From an optimization exercise on the open Yosys and OpenROAD flow, aimed at small area; shortcuts taken in it are not production practice.
Function was checked by simulation only, so behaviour that the tests miss may differ from the original.
No activity file was given, so power comes from the tool's default toggle rates.

run A:
==> flow/design.v <==
module spi_port (
    input wire clk,
    input wire rst,
    input wire spi_mosi,
    input wire spi_cs_n,
    output wire cap_now,           
    output wire nxt_a0,            
    output wire nxt_a1,            
    output reg [7:0] value,
    output wire a0,                
    output wire a1,                
    output wire lt8                
);
    reg [10:0] shift_reg;          
    reg [2:0] zeros;               
    reg cs_low_prev;
    reg [1:0] cls;                 
    wire nxt_lt8 = (zeros == 3'd5);
    assign nxt_a0  = nxt_lt8 & (shift_reg[10:8] == 3'd0);
    assign nxt_a1  = nxt_lt8 & (shift_reg[10:8] == 3'd1);
    assign cap_now = spi_cs_n & cs_low_prev;
    assign a0  = (cls == 2'd0);
    assign a1  = (cls == 2'd1);
    assign lt8 = (cls != 2'd3);
    always @(posedge clk) begin
        if (rst) begin
            shift_reg <= 11'b0;
            zeros <= 3'd5;
            cs_low_prev <= 1'b0;
            cls <= 2'd3;
        end else begin
            cs_low_prev <= ~spi_cs_n;
            if (!spi_cs_n) begin
                shift_reg <= {shift_reg[9:0], spi_mosi};
                if (shift_reg[10]) zeros <= 3'd0;
                else if (!nxt_lt8) zeros <= zeros + 3'd1;
            end else if (cs_low_prev) begin
                cls <= {~nxt_a0 & ~nxt_a1, ~nxt_a0 & (~nxt_lt8 | nxt_a1)};
            end
        end
    end
    always @(posedge clk)
        if (cap_now) value <= shift_reg[7:0];
endmodule
module config_memory (
    input wire clk,
    input wire rst,
    input wire cap_now,
    input wire nxt_a0,
    input wire nxt_a1,
    input wire [7:0] value,
    input wire a0,
    input wire a1,
    input wire lt8,
    output reg [7:0] ratio,
    output reg flen_gt1
);
    reg [7:0] mem0;
    reg mem1_gt1;
    wire val_gt1 = |value[7:1];
    always @(posedge clk) begin
        if (rst) begin
            mem0 <= 8'b0;
            mem1_gt1 <= 1'b0;
            ratio <= 8'b0;
            flen_gt1 <= 1'b0;
        end else begin
            if (a0) mem0 <= value;
            if (a1) mem1_gt1 <= val_gt1;
            if (cap_now) begin
                if (nxt_a0) ratio <= lt8 ? value : 8'b0;
                if (nxt_a1) flen_gt1 <= lt8 & val_gt1;
            end else begin
                if (a0) ratio <= mem0;
                if (a1) flen_gt1 <= mem1_gt1;
            end
        end
    end
endmodule
module decimator (
    input wire clk,
    input wire rst,
    input wire [7:0] ratio,
    input wire data_1,
    input wire data_2,
    output reg out_1,
    output reg out_2,
    output reg en
);
    reg [7:0] counter;
    reg dec_clk;
    wire r1 = (ratio == 8'd1);
    wire [8:0] next = {1'b0, counter} + 9'd1;
    wire hit = (ratio != 8'd0) && (next >= {1'b0, ratio});
    always @(posedge clk) begin
        if (rst) begin
            counter <= 8'b0;
            out_1 <= 1'b0;
            out_2 <= 1'b0;
            dec_clk <= 1'b0;
            en <= 1'b0;
        end else begin
            en <= 1'b0;
            if (r1) begin
                out_1 <= data_1;
                out_2 <= data_2;
            end else if (hit) begin
                counter <= 8'b0;
                out_1 <= data_1;
                out_2 <= data_2;
                dec_clk <= ~dec_clk;
                en <= ~dec_clk;
            end else begin
                counter <= next[7:0];
            end
        end
    end
endmodule
module buffer (
    input wire clk,
    input wire rst,
    input wire en,
    input wire data_1,
    input wire data_2,
    input wire flen_gt1,
    output reg [7:0] corr,
    output reg pos,
    output reg neg
);
    reg [255:0] stored_1;
    reg [255:0] stored_2;
    reg phase;
    wire [255:0] shift_reg_1 = stored_1 ^ {256{phase}};
    wire [255:0] shift_reg_2 = stored_2 ^ {256{phase}};
    reg seen, full;
    reg [7:0] lfsr;
    wire lfsr_home = (lfsr == 8'h01);
    reg [7:0] corr_neg;
    reg [7:0] corr_pos;
    wire v0   = seen;
    wire v255 = full;
    wire v254 = full | (seen & lfsr_home);
    wire n1_0   = v0 & shift_reg_1[0];
    wire n2_0   = v0 & shift_reg_2[0];
    wire o1_255 = v255 & shift_reg_1[255];
    wire o2_255 = v255 & shift_reg_2[255];
    wire o1_254 = v254 & shift_reg_1[254];
    wire o2_254 = v254 & shift_reg_2[254];
    function [7:0] step(input [7:0] x, input up, input dn);
        integer i;
        reg u, d;
        begin
            u = up & ~dn;
            d = dn & ~up;
            for (i = 0; i < 8; i = i + 1) begin
                step[i] = x[i] ^ (u | d);
                u = u & x[i];
                d = d & ~x[i];
            end
        end
    endfunction
    always @(posedge clk) begin
        phase <= ~rst & ~phase;
        stored_1 <= ~(en ? {stored_1[254:0], data_1 ^ phase} : stored_1);
        stored_2 <= ~(en ? {stored_2[254:0], data_2 ^ phase} : stored_2);
    end
    wire en_sums = en & flen_gt1;
    always @(posedge clk) begin
        if (rst) begin
            seen <= 1'b0;
            full <= 1'b0;
            lfsr <= 8'h01;
        end else if (en) begin
            seen <= 1'b1;
            if (v254) full <= 1'b1;
            lfsr <= {lfsr[6:0], lfsr[7] ^ lfsr[5] ^ lfsr[4] ^ lfsr[3]};
        end
        if (rst) begin
            corr_neg <= 8'b0;
            corr_pos <= 8'b0;
        end else begin
            corr_neg <= step(corr_neg, en_sums & (n1_0 ^ data_2), en_sums & (o1_255 ^ o2_254));
            corr_pos <= step(corr_pos, en_sums & (data_1 ^ n2_0), en_sums & (o1_254 ^ o2_255));
        end
    end
    always @(posedge clk or posedge rst) begin
        if (rst) begin
            corr <= 8'b0;
            pos <= 1'b0;
            neg <= 1'b0;
        end else begin
            corr <= step(corr, en & (data_1 ^ data_2), en & (o1_255 ^ o2_255));
            if (en) begin
                neg <= corr_neg < corr_pos;
                pos <= corr_pos < corr_neg;
            end
        end
    end
endmodule
module top_module(
    input wire clk,
    input wire rst,
    input wire spi_mosi,
    input wire spi_cs_n,
    input wire mic_data_1,
    input wire mic_data_2,
    output wire [7:0] out,
    output wire pos,
    output wire neg
);
    wire cap_now, nxt_a0, nxt_a1;
    wire [7:0] value;
    wire a0, a1, lt8;
    wire [7:0] ratio;
    wire flen_gt1;
    wire dec_1, dec_2, dec_en;
    spi_port u_spi_port (
        .clk(clk), .rst(rst), .spi_mosi(spi_mosi), .spi_cs_n(spi_cs_n),
        .cap_now(cap_now), .nxt_a0(nxt_a0), .nxt_a1(nxt_a1),
        .value(value), .a0(a0), .a1(a1), .lt8(lt8)
    );
    config_memory u_memory (
        .clk(clk), .rst(rst), .cap_now(cap_now), .nxt_a0(nxt_a0), .nxt_a1(nxt_a1),
        .value(value), .a0(a0), .a1(a1), .lt8(lt8),
        .ratio(ratio), .flen_gt1(flen_gt1)
    );
    decimator u_decimator (
        .clk(clk), .rst(rst), .ratio(ratio), .data_1(mic_data_1), .data_2(mic_data_2),
        .out_1(dec_1), .out_2(dec_2), .en(dec_en)
    );
    buffer u_buffer (
        .clk(clk), .rst(rst), .en(dec_en | (ratio == 8'd1)),
        .data_1(dec_1), .data_2(dec_2), .flen_gt1(flen_gt1),
        .corr(out), .pos(pos), .neg(neg)
    );
endmodule
==> flow/config.mk <==
export PLATFORM = sky130hd
export DESIGN_NAME = top_module
export DESIGN_NICKNAME = top_module
export VERILOG_FILES = /design/flow/design.v
export SDC_FILE = /design/flow/constraint.sdc
export NUM_CORES = 4
export LEC_CHECK = 0
export CAP_MARGIN = 20
export CORE_MARGIN = 2
export CORE_UTILIZATION = 70
export SLEW_MARGIN = 20
==> flow/constraint.sdc <==
create_clock -name core_clock -period 8.0 [get_ports {clk}]
set_input_delay 1.6000 -clock core_clock [delete_from_list [all_inputs] [get_ports {clk}]]
set_output_delay 1.6000 -clock core_clock [all_outputs]
set_load 0.01 [all_outputs]
standard.sh (not shown) runs the stock make flow with config.mk's settings and CLKGATE_MAP_FILE= SYNTH_SCRIPT=/design/flow/synth_recipe.tcl, a recipe that flattens the netlist after the stock synthesis.
==> flow/flow/run.sh <==
#!/bin/bash
# The standard ORFS layout, with these changes:
# - synthesis maps the logic with an area-oriented ABC script (flow/abc.script)
#   in place of ORFS's delay-oriented one; everything else in synthesis,
#   including the register mapping, is the standard synthesis;
# - clock tree synthesis without dummy loads, with clkbuf_8 clusters;
# - port buffers of the smallest buffer cell.
set -euo pipefail
here=$(pwd)
rm -rf "$here/scripts_abc"
cp -r "$FLOW_HOME/scripts" "$here/scripts_abc"
cp "$here/flow/abc.script" "$here/scripts_abc/abc_speed.script"
bash standard.sh SCRIPTS_DIR="$here/scripts_abc" synth > synth_flow.log 2>&1
export CTS_ARGS="-sink_clustering_enable -repair_clock_nets -buf_list sky130_fd_sc_hd__clkbuf_8 -sink_clustering_size 20 -sink_clustering_max_diameter 60 -dont_use_dummy_load"
export BUFFER_PORTS_ARGS="-buffer_cell sky130_fd_sc_hd__buf_1"
bash standard.sh finish > standard_flow.log 2>&1
==> flow/flow/abc.script <==
strash
dch -f
amap
topo
stime -c
#### Input delta (run B over run A)
diff --git a/flow/design.v b/flow/design.v
--- a/flow/design.v
+++ b/flow/design.v
@@ -128,9 +128,6 @@
     output reg neg
 );
-    reg [255:0] stored_1;
-    reg [255:0] stored_2;
-    reg phase;
-    wire [255:0] shift_reg_1 = stored_1 ^ {256{phase}};
-    wire [255:0] shift_reg_2 = stored_2 ^ {256{phase}};
+    reg [255:0] shift_reg_1;
+    reg [255:0] shift_reg_2;
     reg seen, full;
     reg [7:0] lfsr;
@@ -161,7 +158,8 @@
     endfunction
     always @(posedge clk) begin
-        phase <= ~rst & ~phase;
-        stored_1 <= ~(en ? {stored_1[254:0], data_1 ^ phase} : stored_1);
-        stored_2 <= ~(en ? {stored_2[254:0], data_2 ^ phase} : stored_2);
+        if (en) begin
+            shift_reg_1 <= {shift_reg_1[254:0], data_1};
+            shift_reg_2 <= {shift_reg_2[254:0], data_2};
+        end
     end
     wire en_sums = en & flen_gt1;
Notes after the runs:
NOTE: area used by sequential logic in the layout in run B exceeds that of run A. Going from run A to run B, xor and xnor area share after synthesis flat, internal power went down 27%. Global-route usage ended up 5.1 points lower on run B than on run A. Run B vs run A on post-layout minimum cycle time: run B is the higher one. | clock insertion delay at the later pin of the skew report | higher: run B |. Compared with run A, run B shows a largest vdd supply drop that is 120 uV lower. Sort run B and run A by via count of the routed design desc -> top: run A. Run B against run A: layout buffering overhead excluding clock cells decreased by 0.29 points relative to the old numbers, layout overhead on the synthesized area fell 1.2 points, final area +1700 sq um. Total detailed-routing wirelength: run B better than run A. NOTE full die area run A->run B increased by more than 10%.


Setup of MS:
RTL: one of the versions met above, not the one the previous note started from.
Size: roughly 1,000 cells after synthesis, ~600 flip-flops, about 16 I/O pins, roughly 20,000 um2 of cells after synthesis.
==> module spi_port, before the edit <==
module spi_port (
    input wire clk,
    input wire rst,
    input wire spi_mosi,
    input wire spi_cs_n,
    output wire cap_now,           
    output wire nxt_a0,            
    output wire nxt_a1,            
    output reg [7:0] value,
    output wire a0,                
    output wire a1,                
    output wire lt8                
);
    reg [10:0] shift_reg;          
    reg [2:0] zeros;               
    reg cs_low_prev;
    reg [1:0] cls;                 
    wire nxt_lt8 = (zeros == 3'd5);
    assign nxt_a0  = nxt_lt8 & (shift_reg[10:8] == 3'd0);
    assign nxt_a1  = nxt_lt8 & (shift_reg[10:8] == 3'd1);
    assign cap_now = spi_cs_n & cs_low_prev;
    assign a0  = (cls == 2'd0);
    assign a1  = (cls == 2'd1);
    assign lt8 = (cls != 2'd3);
    always @(posedge clk) begin
        if (rst) begin
            shift_reg <= 11'b0;
            zeros <= 3'd5;
            cs_low_prev <= 1'b0;
            cls <= 2'd3;
        end else begin
            cs_low_prev <= ~spi_cs_n;
            if (!spi_cs_n) begin
                shift_reg <= {shift_reg[9:0], spi_mosi};
                if (shift_reg[10]) zeros <= 3'd0;
                else if (!nxt_lt8) zeros <= zeros + 3'd1;
            end else if (cs_low_prev) begin
                cls <= {~nxt_a0 & ~nxt_a1, ~nxt_a0 & (~nxt_lt8 | nxt_a1)};
            end
        end
    end
    always @(posedge clk)
        if (cap_now) value <= shift_reg[7:0];
endmodule
==> module config_memory, before the edit <==
module config_memory (
    input wire clk,
    input wire rst,
    input wire cap_now,
    input wire nxt_a0,
    input wire nxt_a1,
    input wire [7:0] value,
    input wire a0,
    input wire a1,
    input wire lt8,
    output reg [7:0] ratio,
    output reg flen_gt1
);
    reg [7:0] mem0;
    reg mem1_gt1;
    wire val_gt1 = |value[7:1];
    always @(posedge clk) begin
        if (rst) begin
            mem0 <= 8'b0;
            mem1_gt1 <= 1'b0;
            ratio <= 8'b0;
            flen_gt1 <= 1'b0;
        end else begin
            if (a0) mem0 <= value;
            if (a1) mem1_gt1 <= val_gt1;
            if (cap_now) begin
                if (nxt_a0) ratio <= lt8 ? value : 8'b0;
                if (nxt_a1) flen_gt1 <= lt8 & val_gt1;
            end else begin
                if (a0) ratio <= mem0;
                if (a1) flen_gt1 <= mem1_gt1;
            end
        end
    end
endmodule
==> module decimator, before the edit <==
module decimator (
    input wire clk,
    input wire rst,
    input wire [7:0] ratio,
    input wire data_1,
    input wire data_2,
    output reg out_1,
    output reg out_2,
    output reg en
);
    reg [7:0] counter;
    reg dec_clk;
    wire r1 = (ratio == 8'd1);
    wire [8:0] next = {1'b0, counter} + 9'd1;
    wire hit = (ratio != 8'd0) && (next >= {1'b0, ratio});
    always @(posedge clk) begin
        if (rst) begin
            counter <= 8'b0;
            out_1 <= 1'b0;
            out_2 <= 1'b0;
            dec_clk <= 1'b0;
            en <= 1'b0;
        end else begin
            en <= 1'b0;
            if (r1) begin
                out_1 <= data_1;
                out_2 <= data_2;
            end else if (hit) begin
                counter <= 8'b0;
                out_1 <= data_1;
                out_2 <= data_2;
                dec_clk <= ~dec_clk;
                en <= ~dec_clk;
            end else begin
                counter <= next[7:0];
            end
        end
    end
endmodule
==> module buffer, before the edit <==
module buffer (
    input wire clk,
    input wire rst,
    input wire en,
    input wire data_1,
    input wire data_2,
    input wire flen_gt1,
    output reg [7:0] corr,
    output reg pos,
    output reg neg
);
    reg [255:0] shift_reg_1;
    reg [255:0] shift_reg_2;
    reg seen, full;
    reg [7:0] lfsr;
    wire lfsr_home = (lfsr == 8'h01);
    reg [7:0] corr_neg;
    reg [7:0] corr_pos;
    wire v0   = seen;
    wire v255 = full;
    wire v254 = full | (seen & lfsr_home);
    wire n1_0   = v0 & shift_reg_1[0];
    wire n2_0   = v0 & shift_reg_2[0];
    wire o1_255 = v255 & shift_reg_1[255];
    wire o2_255 = v255 & shift_reg_2[255];
    wire o1_254 = v254 & shift_reg_1[254];
    wire o2_254 = v254 & shift_reg_2[254];
    function [7:0] step(input [7:0] x, input up, input dn);
        integer i;
        reg u, d;
        begin
            u = up & ~dn;
            d = dn & ~up;
            for (i = 0; i < 8; i = i + 1) begin
                step[i] = x[i] ^ (u | d);
                u = u & x[i];
                d = d & ~x[i];
            end
        end
    endfunction
    always @(posedge clk) begin
        if (en) begin
            shift_reg_1 <= {shift_reg_1[254:0], data_1};
            shift_reg_2 <= {shift_reg_2[254:0], data_2};
        end
    end
    wire en_sums = en & flen_gt1;
    always @(posedge clk) begin
        if (rst) begin
            seen <= 1'b0;
            full <= 1'b0;
            lfsr <= 8'h01;
        end else if (en) begin
            seen <= 1'b1;
            if (v254) full <= 1'b1;
            lfsr <= {lfsr[6:0], lfsr[7] ^ lfsr[5] ^ lfsr[4] ^ lfsr[3]};
        end
        if (rst) begin
            corr_neg <= 8'b0;
            corr_pos <= 8'b0;
        end else begin
            corr_neg <= step(corr_neg, en_sums & (n1_0 ^ data_2), en_sums & (o1_255 ^ o2_254));
            corr_pos <= step(corr_pos, en_sums & (data_1 ^ n2_0), en_sums & (o1_254 ^ o2_255));
        end
    end
    always @(posedge clk or posedge rst) begin
        if (rst) begin
            corr <= 8'b0;
            pos <= 1'b0;
            neg <= 1'b0;
        end else begin
            corr <= step(corr, en & (data_1 ^ data_2), en & (o1_255 ^ o2_255));
            if (en) begin
                neg <= corr_neg < corr_pos;
                pos <= corr_pos < corr_neg;
            end
        end
    end
endmodule
clock: 8.0 ns
lec_check: 0
cap_margin: 20
core_margin: 2
core_utilization: 70
slew_margin: 20
==> flow/flow/run.sh <==
#!/bin/bash
# The standard ORFS layout, with two changes: clock tree synthesis without
# dummy loads, and port buffers of the smallest buffer cell.
set -euo pipefail
export CTS_ARGS="-sink_clustering_enable -repair_clock_nets -buf_list sky130_fd_sc_hd__clkbuf_8 -sink_clustering_size 20 -sink_clustering_max_diameter 60 -dont_use_dummy_load"
export BUFFER_PORTS_ARGS="-buffer_cell sky130_fd_sc_hd__buf_1"
bash standard.sh finish > standard_flow.log 2>&1
## Diff of input files: AL against MS
--- a/flow/design.v
+++ b/flow/design.v
@@ -19,31 +19,31 @@
     assign nxt_a0  = nxt_lt8 & (shift_reg[10:8] == 3'd0);
     assign nxt_a1  = nxt_lt8 & (shift_reg[10:8] == 3'd1);
     assign cap_now = spi_cs_n & cs_low_prev;
     assign a0  = (cls == 2'd0);
     assign a1  = (cls == 2'd1);
     assign lt8 = (cls != 2'd3);
-    always @(posedge clk) begin
+    always @(posedge clk or posedge rst) begin
         if (rst) begin
             shift_reg <= 11'b0;
             zeros <= 3'd5;
             cs_low_prev <= 1'b0;
-            cls <= 2'd3;
+            value <= 8'b0;
+            cls <= 2'd0;
         end else begin
             cs_low_prev <= ~spi_cs_n;
             if (!spi_cs_n) begin
                 shift_reg <= {shift_reg[9:0], spi_mosi};
                 if (shift_reg[10]) zeros <= 3'd0;
                 else if (!nxt_lt8) zeros <= zeros + 3'd1;
             end else if (cs_low_prev) begin
+                value <= shift_reg[7:0];
                 cls <= {~nxt_a0 & ~nxt_a1, ~nxt_a0 & (~nxt_lt8 | nxt_a1)};
             end
         end
     end
-    always @(posedge clk)
-        if (cap_now) value <= shift_reg[7:0];
 endmodule
 module config_memory (
     input wire clk,
     input wire rst,
     input wire cap_now,
     input wire nxt_a0,
@@ -55,13 +55,13 @@
     output reg [7:0] ratio,
     output reg flen_gt1
 );
     reg [7:0] mem0;
     reg mem1_gt1;
     wire val_gt1 = |value[7:1];
-    always @(posedge clk) begin
+    always @(posedge clk or posedge rst) begin
         if (rst) begin
             mem0 <= 8'b0;
             mem1_gt1 <= 1'b0;
             ratio <= 8'b0;
             flen_gt1 <= 1'b0;
         end else begin
@@ -89,13 +89,13 @@
 );
     reg [7:0] counter;
     reg dec_clk;
     wire r1 = (ratio == 8'd1);
     wire [8:0] next = {1'b0, counter} + 9'd1;
     wire hit = (ratio != 8'd0) && (next >= {1'b0, ratio});
-    always @(posedge clk) begin
+    always @(posedge clk or posedge rst) begin
         if (rst) begin
             counter <= 8'b0;
             out_1 <= 1'b0;
             out_2 <= 1'b0;
             dec_clk <= 1'b0;
             en <= 1'b0;
@@ -159,42 +159,33 @@
     always @(posedge clk) begin
         if (en) begin
             shift_reg_1 <= {shift_reg_1[254:0], data_1};
             shift_reg_2 <= {shift_reg_2[254:0], data_2};
         end
     end
-    wire en_sums = en & flen_gt1;
-    always @(posedge clk) begin
+    always @(posedge clk or posedge rst) begin
         if (rst) begin
             seen <= 1'b0;
             full <= 1'b0;
             lfsr <= 8'h01;
+            corr <= 8'b0;
+            corr_neg <= 8'b0;
+            corr_pos <= 8'b0;
+            pos <= 1'b0;
+            neg <= 1'b0;
         end else if (en) begin
             seen <= 1'b1;
             if (v254) full <= 1'b1;
             lfsr <= {lfsr[6:0], lfsr[7] ^ lfsr[5] ^ lfsr[4] ^ lfsr[3]};
-        end
-        if (rst) begin
-            corr_neg <= 8'b0;
-            corr_pos <= 8'b0;
-        end else begin
-            corr_neg <= step(corr_neg, en_sums & (n1_0 ^ data_2), en_sums & (o1_255 ^ o2_254));
-            corr_pos <= step(corr_pos, en_sums & (data_1 ^ n2_0), en_sums & (o1_254 ^ o2_255));
-        end
-    end
-    always @(posedge clk or posedge rst) begin
-        if (rst) begin
-            corr <= 8'b0;
-            pos <= 1'b0;
-            neg <= 1'b0;
-        end else begin
-            corr <= step(corr, en & (data_1 ^ data_2), en & (o1_255 ^ o2_255));
-            if (en) begin
-                neg <= corr_neg < corr_pos;
-                pos <= corr_pos < corr_neg;
-            end
+            corr <= step(corr, data_1 ^ data_2, o1_255 ^ o2_255);
+            if (flen_gt1) begin
+                corr_neg <= step(corr_neg, n1_0 ^ data_2, o1_255 ^ o2_254);
+                corr_pos <= step(corr_pos, data_1 ^ n2_0, o1_254 ^ o2_255);
+            end
+            neg <= corr_neg < corr_pos;
+            pos <= corr_pos < corr_neg;
         end
     end
 endmodule
 module top_module(
     input wire clk,
     input wire rst,
==> run summary <==
- Compared with MS, AL shows final critical-path share of the clock period lower by 8.6 points.
- Going from MS to AL, portion of total power attributed to the clock network grows by 0.7 points.
- Where final non-filler cell area is concerned, MS is better than AL.
- The total routed wire length on the met1 layer in AL is 0.927 times that in MS.
- AL does worse than MS on routed wire length.
- | fmax | AL vs MS | 19% higher |
- AL ended with less depth of the worst register-to-register path than MS.
- Run comparison: MS launch point of the critical path u_memory.ratio[2]; AL launch point of the critical path spi_cs_n
- Comparing total stage count of the critical path for AL and MS, the bigger number came from MS.
- Diff MS -> AL: overall fraction of global-route tracks in use stayed essentially flat, smallest setup slack after layout rose by 0.69 ns, register area rose by 330 um2, met3 wirelength from detailed routing rose by 3.3%, die width rose by 0.78 um.
- Higher global-route wire length before repair goes to AL over MS.

separate check: timing with driven ports:
The results above use ideal ports. As a check the final layouts listed here were re-extracted and re-timed, cells and wires unchanged. Step 1 sets driving cells, clkbuf_16 on the clock port and buf_2 on the other inputs (assumed; they add their load-dependent delay and slew). Step 2 times the ports against the registers' clock, not the clock port: input delays grow and output delays shrink by t, the midpoint of the rising clock arrivals with the driver on. a / b / c = ideal / step 1 / step 2; a / b = the first two.
run | t, ns | slack for setup (ns) | latest minus earliest clock arrival (ns) | worst register clock-pin slew, ns
run A | 0.578 | 4.088 / 4.097 / 3.519 | 0.074 / 0.074 | 0.12 / 0.12
run B | 0.584 | 3.948 / 3.978 / 3.394 | 0.071 / 0.071 | 0.12 / 0.12
MS | 0.582 | 3.675 / 3.675 / 3.675 | 0.052 / 0.053 | 0.11 / 0.11
AL | 0.566 | 4.366 / 4.376 / 3.810 | 0.066 / 0.066 | 0.11 / 0.11
After both steps every run listed still meets setup and hold. For run A, which loses most, drivers alone change the setup slack by +0.009 ns; drivers and shift together by -0.569 ns.
